Source: an optimization exercise on an open RTL-to-GDS flow (aim: small area). Production flows keep margins and buffers that such runs may drop. Function was checked by simulation only, so behaviour that the tests miss may differ from the original. No driver is modelled on the clock port, so clocking that relies on it looks cheaper here than on a real chip.

==> v16: inputs <==
==> flow/design.v <==
module node(clk, rst, textfile, keyword, data_wr, key_en, result);
	input clk;
	input rst;
	input [31:0] textfile;
	input [31:0] keyword;
	input data_wr;
	input key_en;
	output [31:0] result;
	reg [2:0] ph;
	reg [1:0] cph;
	reg [127:0] kc;
	reg [255:0] kr;
	reg ken_d;
	reg eq_c;		 
	reg er;			 
	reg eqa, eqb;		 
	reg [4:0] c0;
	reg [3:0] c1, c2, c3;
	reg cur_valid;		 
	reg [1:0] cur_slot;	 
	reg a_valid;		 
	reg b_valid;		 
	wire kfirst = key_en & ~ken_d;
	wire kdone  = ken_d & ~key_en;
	wire full3  = a_valid & b_valid & cur_valid;
	wire align  = (cph == ph[1:0]);
	wire rot    = ~key_en & (full3 ? (cph != 2'd0) : align);
	wire mr = (kr[31:0] == kc[31:0]);
	wire cp = ~key_en & ~ken_d & align & (ph[2] ? (a_valid & ~b_valid) : ~a_valid);
	always @(posedge clk or negedge rst)
		if (!rst)
			ph <= 3'd0;
		else
			ph <= ph + 3'd1;
	always @(posedge clk) begin
		ken_d <= key_en;
		if (key_en | rot)
			kc <= {(key_en ? keyword : kc[31:0]), kc[127:32]};
		if (key_en)
			cph <= 2'd0;
		else if (rot)
			cph <= cph + 2'd1;
		if (key_en)
			eq_c <= (kfirst | eq_c) & (keyword == kc[31:0]);
		kr <= {(cp ? kc[31:0] : kr[31:0]), kr[255:32]};
		er <= ((ph[1:0] == 2'd0) | er) & mr;
		if (ph == 3'd3)
			eqa <= er & mr;
		if (ph == 3'd7)
			eqb <= er & mr;
	end
	wire hit_a = eqa & a_valid;
	wire hit_b = eqb & b_valid;
	reg [1:0] nslots;	 
	wire [1:0] idx = cur_valid ? cur_slot : hit_a ? 2'd0 : hit_b ? 2'd1 : nslots;
	reg d1, d2, d3, d4;
	reg [7:0] p, q;
	always @(posedge clk) begin
		d1 <= data_wr;
		d2 <= d1;
		d3 <= d2;
		d4 <= d3;
		q <= textfile[31:24];
		p <= d2 ? q : textfile[23:16];
	end
	wire [7:0] b = data_wr ? textfile[7:0] : d1 ? textfile[15:8] : p;
	wire lv = data_wr | d1 | d2 | d3;
	wire sep = (b == 8'h00) || (b[7:4] == 4'h2) || (b == 8'h3a) || (b == 8'h3b) || (b == 8'h3f);
	reg [4:0] col;		 
	reg match;		 
	wire [1:0] kch = col[3:2] - cph;
	wire [7:0] kl = kc[{kch, col[1:0], 3'b000} +: 8];
	wire full = col[4];
	wire comp = (lv & sep & (col != 5'd0)) | ((lv & ~sep | d4) & full);
	wire eqw = match & (full | (kl == 8'h00));
	always @(posedge clk or negedge rst)
		if (!rst)
			col <= 5'd0;
		else if (comp)
			col <= 5'd0;
		else if (lv & ~sep)
			col <= col + 5'd1;
	always @(posedge clk)
		if (lv & ~sep & ~full)
			match <= ((col == 5'd0) | match) & (b == kl);
	reg s1, s2;
	reg [13:0] r;
	wire s = comp & eqw & ~s2;
	wire f = s & ~(r[0] | r[1] | r[2] | r[3]);
	always @(posedge clk) begin
		s1 <= s;
		s2 <= s1;
	end
	always @(posedge clk) begin
		r[2:0] <= {r[1:0], f};
		r[6:4] <= r[5:3];
		r[10:8] <= r[9:7];
		r[13:12] <= r[12:11];
	end
	always @(posedge clk or negedge rst)
		if (!rst) begin
			r[3] <= 1'b0;
			r[7] <= 1'b0;
			r[11] <= 1'b0;
		end else begin
			r[3] <= r[2];
			r[7] <= r[6];
			r[11] <= r[10];
		end
	wire upd = r[13];
	always @(posedge clk or negedge rst)
		if (!rst) begin
			c0 <= 0; c1 <= 0; c2 <= 0; c3 <= 0;
			cur_valid <= 0;
			a_valid <= 0; b_valid <= 0;
			nslots <= 0;
		end else begin
			c0 <= c0 + {4'd0, upd & (idx == 2'd0)};
			c1 <= c1 + {3'd0, upd & (idx == 2'd1)};
			c2 <= c2 + {3'd0, upd & (idx == 2'd2)};
			c3 <= c3 + {3'd0, upd & (idx == 2'd3)};
			if (upd) begin
				cur_valid <= 1'b1;
				if (!cur_valid & !hit_a & !hit_b)
					nslots <= nslots + 2'd1;
			end
			if (kdone) begin
				if (cur_valid & ~a_valid)
					a_valid <= 1'b1;
				else if (cur_valid & ~b_valid & (cur_slot != 2'd0))
					b_valid <= 1'b1;
				cur_valid <= full3 & eq_c;
			end
		end
	always @(posedge clk) begin
		if (upd)
			cur_slot <= idx;
	end
	assign result = {4'b0, c3, 4'b0, c2, 4'b0, c1, 3'b0, c0};
endmodule
==> flow/flow/run.sh <==
#!/bin/bash
# Standard ORFS layout with these changes to how it is made:
#  - port buffers use the smallest buffer cell,
#  - buffers inserted by ABC are removed before placement (repair re-adds
#    any that timing or slew needs),
#  - CTS clusters more flip-flops per clock buffer and adds no dummy loads,
#  - the constant outputs share the tie cell synthesis made.
set -euo pipefail
export BUFFER_PORTS_ARGS="-buffer_cell sky130_fd_sc_hd__buf_1"
export REMOVE_ABC_BUFFERS=1
export SKIP_REPAIR_TIE_FANOUT=1
export CTS_ARGS="-sink_clustering_enable -repair_clock_nets -sink_clustering_size 32 -sink_clustering_max_diameter 120 -buf_list {sky130_fd_sc_hd__clkbuf_8 sky130_fd_sc_hd__clkbuf_16} -sink_clustering_buffer sky130_fd_sc_hd__clkbuf_16 -root_buf sky130_fd_sc_hd__clkbuf_8 -tree_buf sky130_fd_sc_hd__clkbuf_8 -dont_use_dummy_load"
bash standard.sh synth > synth.log 2>&1
bash standard.sh finish > layout.log 2>&1
==> flow/standard.sh <==
#!/bin/bash
# synth_recipe.tcl (not shown) runs the flow's synth.tcl, then flattens the netlist and writes it again
# the make line also repeats each setting of config.mk as NAME=value (left out here)
make -C /OpenROAD-flow-scripts/flow DESIGN_CONFIG=/design/flow/config.mk WORK_HOME=/design/flow/orfs CLKGATE_MAP_FILE= SYNTH_SCRIPT=/design/flow/synth_recipe.tcl "${@:-finish}"
==> flow/config.mk <==
export PLATFORM = sky130hd
export DESIGN_NAME = node
export DESIGN_NICKNAME = node
export VERILOG_FILES = /design/flow/design.v
export SDC_FILE = /design/flow/constraint.sdc
export NUM_CORES = 4
export LEC_CHECK = 0
export CAP_MARGIN = 20
export CORE_MARGIN = 2
export CORE_UTILIZATION = 70
export SLEW_MARGIN = 20
export SYNTH_MEMORY_MAX_BITS = 8192
==> flow/constraint.sdc <==
create_clock -name core_clock -period 10.0 [get_ports {clk}]
set_input_delay 2.0000 -clock core_clock [delete_from_list [all_inputs] [get_ports {clk}]]
set_output_delay 2.0000 -clock core_clock [all_outputs]
set_load 0.01 [all_outputs]
==> inputs of v24, as changes to v16 <==
==> flow/design.v, changed modules only <==
module node(clk, rst, textfile, keyword, data_wr, key_en, result);
	input clk;
	input rst;
	input [31:0] textfile;
	input [31:0] keyword;
	input data_wr;
	input key_en;
	output [31:0] result;
	reg [2:0] ph;
	reg [1:0] cph;
	reg [127:0] kc;
	reg [255:0] kr;
	reg ken_d;
	reg eq_c;		 
	reg er;			 
	reg eqa, eqb;		 
	reg cur_valid;		 
	reg [1:0] cur_slot;	 
	reg a_valid, b_valid;
	reg [1:0] a_slot, b_slot;
	reg [1:0] nslots;	 
	wire kfirst = key_en & ~ken_d;
	wire kdone  = ken_d & ~key_en;
	wire full3  = a_valid & b_valid & cur_valid;
	wire align  = (cph == ph[1:0]);
	wire rot    = ~key_en & (full3 ? (cph != 2'd0) : align);
	wire mr = (kr[31:0] == kc[31:0]);
	wire cp = ~key_en & ~ken_d & align & (ph[2] ? (a_valid & ~b_valid) : ~a_valid);
	always @(posedge clk or negedge rst)
		if (!rst)
			ph <= 3'd0;
		else
			ph <= ph + 3'd1;
	always @(posedge clk) begin
		ken_d <= key_en;
		if (key_en | rot)
			kc <= {(key_en ? keyword : kc[31:0]), kc[127:32]};
		if (key_en)
			cph <= 2'd0;
		else if (rot)
			cph <= cph + 2'd1;
		if (key_en)
			eq_c <= (kfirst | eq_c) & (keyword == kc[31:0]);
		kr <= {(cp ? kc[31:0] : kr[31:0]), kr[255:32]};
		er <= ((ph[1:0] == 2'd0) | er) & mr;
		if (ph == 3'd3)
			eqa <= er & mr;
		if (ph == 3'd7)
			eqb <= er & mr;
	end
	wire hit_a = eqa & a_valid;
	wire hit_b = eqb & b_valid;
	wire [1:0] idx = cur_valid ? cur_slot : hit_a ? a_slot : hit_b ? b_slot : nslots;
	reg d1, d2, d3, d4;
	reg [7:0] p, q;
	always @(posedge clk) begin
		d1 <= data_wr;
		d2 <= d1;
		d3 <= d2;
		d4 <= d3;
		q <= textfile[31:24];
		p <= d2 ? q : textfile[23:16];
	end
	wire [7:0] b = data_wr ? textfile[7:0] : d1 ? textfile[15:8] : p;
	wire lv = data_wr | d1 | d2 | d3;
	wire sep = (b == 8'h00) || (b[7:4] == 4'h2) || (b == 8'h3a) || (b == 8'h3b) || (b == 8'h3f);
	reg [4:0] col;		 
	reg match;		 
	wire [1:0] kch = col[3:2] - cph;
	wire [7:0] kl = kc[{kch, col[1:0], 3'b000} +: 8];
	wire full = col[4];
	wire comp = (lv & sep & (col != 5'd0)) | ((lv & ~sep | d4) & full);
	wire eqw = match & (full | (kl == 8'h00));
	always @(posedge clk or negedge rst)
		if (!rst)
			col <= 5'd0;
		else if (comp)
			col <= 5'd0;
		else if (lv & ~sep)
			col <= col + 5'd1;
	always @(posedge clk)
		if (lv & ~sep & ~full)
			match <= ((col == 5'd0) | match) & (b == kl);
	reg s1, s2;
	reg [13:0] r;
	wire s = comp & eqw & ~s2;
	wire f = s & ~(r[0] | r[1] | r[2] | r[3]);
	always @(posedge clk) begin
		s1 <= s;
		s2 <= s1;
	end
	always @(posedge clk) begin
		r[2:0] <= {r[1:0], f};
		r[6:4] <= r[5:3];
		r[10:8] <= r[9:7];
		r[13:12] <= r[12:11];
	end
	always @(posedge clk or negedge rst)
		if (!rst) begin
			r[3] <= 1'b0;
			r[7] <= 1'b0;
			r[11] <= 1'b0;
		end else begin
			r[3] <= r[2];
			r[7] <= r[6];
			r[11] <= r[10];
		end
	wire upd = r[13];
	reg [4:0] c0;
	reg [3:0] c1, c2, c3;
	always @(posedge clk or negedge rst)
		if (!rst) begin
			c0 <= 0; c1 <= 0; c2 <= 0; c3 <= 0;
			cur_valid <= 0;
			a_valid <= 0; b_valid <= 0;
			nslots <= 0;
		end else begin
			if (upd) begin
				case (idx)
					2'd0: c0 <= c0 + 5'd1;
					2'd1: c1 <= c1 + 4'd1;
					2'd2: c2 <= c2 + 4'd1;
					2'd3: c3 <= c3 + 4'd1;
				endcase
				cur_valid <= 1'b1;
				if (!cur_valid & !hit_a & !hit_b)
					nslots <= nslots + 2'd1;
			end
			if (kdone) begin
				if (cur_valid & ~a_valid)
					a_valid <= 1'b1;
				else if (cur_valid & ~b_valid)
					b_valid <= 1'b1;
				cur_valid <= full3 & eq_c;
			end
		end
	always @(posedge clk) begin
		if (upd)
			cur_slot <= idx;
		if (kdone & cur_valid & ~a_valid)
			a_slot <= cur_slot;
		if (kdone & cur_valid & a_valid & ~b_valid)
			b_slot <= cur_slot;
	end
	assign result = {4'b0, c3, 4'b0, c2, 4'b0, c1, 3'b0, c0};
endmodule
==> flow/flow/run.sh (replaced) <==
#!/bin/bash
# Standard ORFS layout with three changes to how it is made:
#  - port buffers use the smallest buffer cell,
#  - buffers inserted by ABC are removed before placement (repair re-adds
#    any that timing or slew needs),
#  - CTS clusters more flip-flops per clock buffer and adds no dummy loads.
set -euo pipefail
export BUFFER_PORTS_ARGS="-buffer_cell sky130_fd_sc_hd__buf_1"
export REMOVE_ABC_BUFFERS=1
export CTS_ARGS="-sink_clustering_enable -repair_clock_nets -sink_clustering_size 33 -sink_clustering_max_diameter 120 -buf_list sky130_fd_sc_hd__clkbuf_16 -dont_use_dummy_load"
bash standard.sh synth > synth.log 2>&1
bash standard.sh finish > layout.log 2>&1
--- a/flow/config.mk
+++ b/flow/config.mk
@@ -8,5 +8,5 @@
 export CAP_MARGIN = 20
 export CORE_MARGIN = 2
-export CORE_UTILIZATION = 70
+export CORE_UTILIZATION = 85
 export SLEW_MARGIN = 20
 export SYNTH_MEMORY_MAX_BITS = 8192
==> inputs of v37, as changes to v16 <==
==> flow/flow/run.sh (replaced) <==
#!/bin/bash
# Standard ORFS layout with these changes to how it is made:
#  - port buffers use the smallest buffer cell,
#  - buffers inserted by ABC are removed before placement (repair re-adds
#    any that timing or slew needs),
#  - CTS clusters more flip-flops per clock buffer, uses small buffers above
#    the leaf level and adds no dummy loads,
#  - the constant outputs share the tie cell synthesis made.
set -euo pipefail
export BUFFER_PORTS_ARGS="-buffer_cell sky130_fd_sc_hd__buf_1"
export REMOVE_ABC_BUFFERS=1
export SKIP_REPAIR_TIE_FANOUT=1
export CTS_ARGS="-sink_clustering_enable -repair_clock_nets -sink_clustering_size 32 -sink_clustering_max_diameter 120 -buf_list {sky130_fd_sc_hd__clkbuf_4 sky130_fd_sc_hd__clkbuf_16} -sink_clustering_buffer sky130_fd_sc_hd__clkbuf_16 -root_buf sky130_fd_sc_hd__clkbuf_4 -tree_buf sky130_fd_sc_hd__clkbuf_4 -dont_use_dummy_load"
bash standard.sh synth > synth.log 2>&1
bash standard.sh finish > layout.log 2>&1
==> results.cfg <==
[logic_synthesis]
syn_inst = 890

[critical_path]
cpPeakStageDelay_ns = 0.60

[drt]
viasPerCell = 6.85
drt_iter0_drc = 928

[timing]
worst_clock_skew_ns = 0.0807

[global_routing]
global_route_wire_length_before_repair_um = 52800

[min_path]
min_from = kr[250]$_DFF_P_

[die]
dieArea_um2 = 18500
core_um2 = 17200
num_rows = 48

[status]
run_status = finished clean

[power_and_ir_drop]
clock_power_share_pct = 21.0

[place]
pre_cts_ws_ns = 5.45
# the run above: v24

==> results.cfg <==
[status]
run_status = finished clean

[global_routing]
global_route_wire_length_before_repair_um = 39400

[min_path]
min_from = kr[134]$_DFF_P_

[place]
pre_cts_ws_ns = 5.50

[die]
core_um2 = 20200
num_rows = 52

[drt]
viasPerCell = 5.67
drt_iter0_drc = 523

[logic_synthesis]
syn_inst = 860

[power_and_ir_drop]
power.leakage_nw = 5.80

[timing]
worst_clock_skew_ns = 0.0496

[critical_path]
cpPeakStageDelay_ns = 0.49
# the run above: v16

==> results.cfg <==
[critical_path]
cpPeakStageDelay_ns = 0.48
cell_family_with_most_cp_delay = compound AO/OA/AOI/OAI gates

[logic_synthesis]
syn_inst = 860

[die]
core_um2 = 20200
num_rows = 52
dieArea_um2 = 21800

[place]
pre_cts_ws_ns = 5.50

[drt]
drt_iter0_drc = 519
viasPerCell = 5.66

[status]
run_status = finished clean

[power_and_ir_drop]
clock_power_share_pct = 19.3

[flow_run]
max_cap_viol_count = 0

[timing]
worst_clock_skew_ns = 0.0500

[cts]
post_cts.repair.setup_buffers = 0

[global_routing]
global_route_wire_length_before_repair_um = 39300
# the run above: v37

-- separate check: timing with driven ports --
In the flow no input, the clock included, has a driving cell. The finished layouts below were timed again as built, in two steps.
Step 1 (the two cells are an assumption about what drives the block):
set clk [get_ports {clk}]
set_driving_cell -lib_cell sky130_fd_sc_hd__clkbuf_16 $clk
set_driving_cell -lib_cell sky130_fd_sc_hd__buf_2 [delete_from_list [all_inputs] $clk]
Step 2 times the ports against the registers' clock, not the clock port: input delays grow and output delays shrink by t, the midpoint of the rising clock arrivals with the driver on.
Slacks: no drivers / after step 1 / after step 2; pairs: no drivers / after step 1.
run	shift t [ns]	setup slack, ns	clock arrival spread, ns	worst slew at a driven data input, ns
v16	0.611	6.110 / 6.129 / 5.518	0.051 / 0.051	0.04
v24	0.545	5.962 / 5.980 / 5.434	0.080 / 0.081	0.06
v37	0.758	6.261 / 6.280 / 5.522	0.051 / 0.051	0.04
After both steps every run listed still meets setup and hold. The setup slack of v37, which loses most, moves by +0.019 ns with the drivers and by -0.739 ns with both steps.
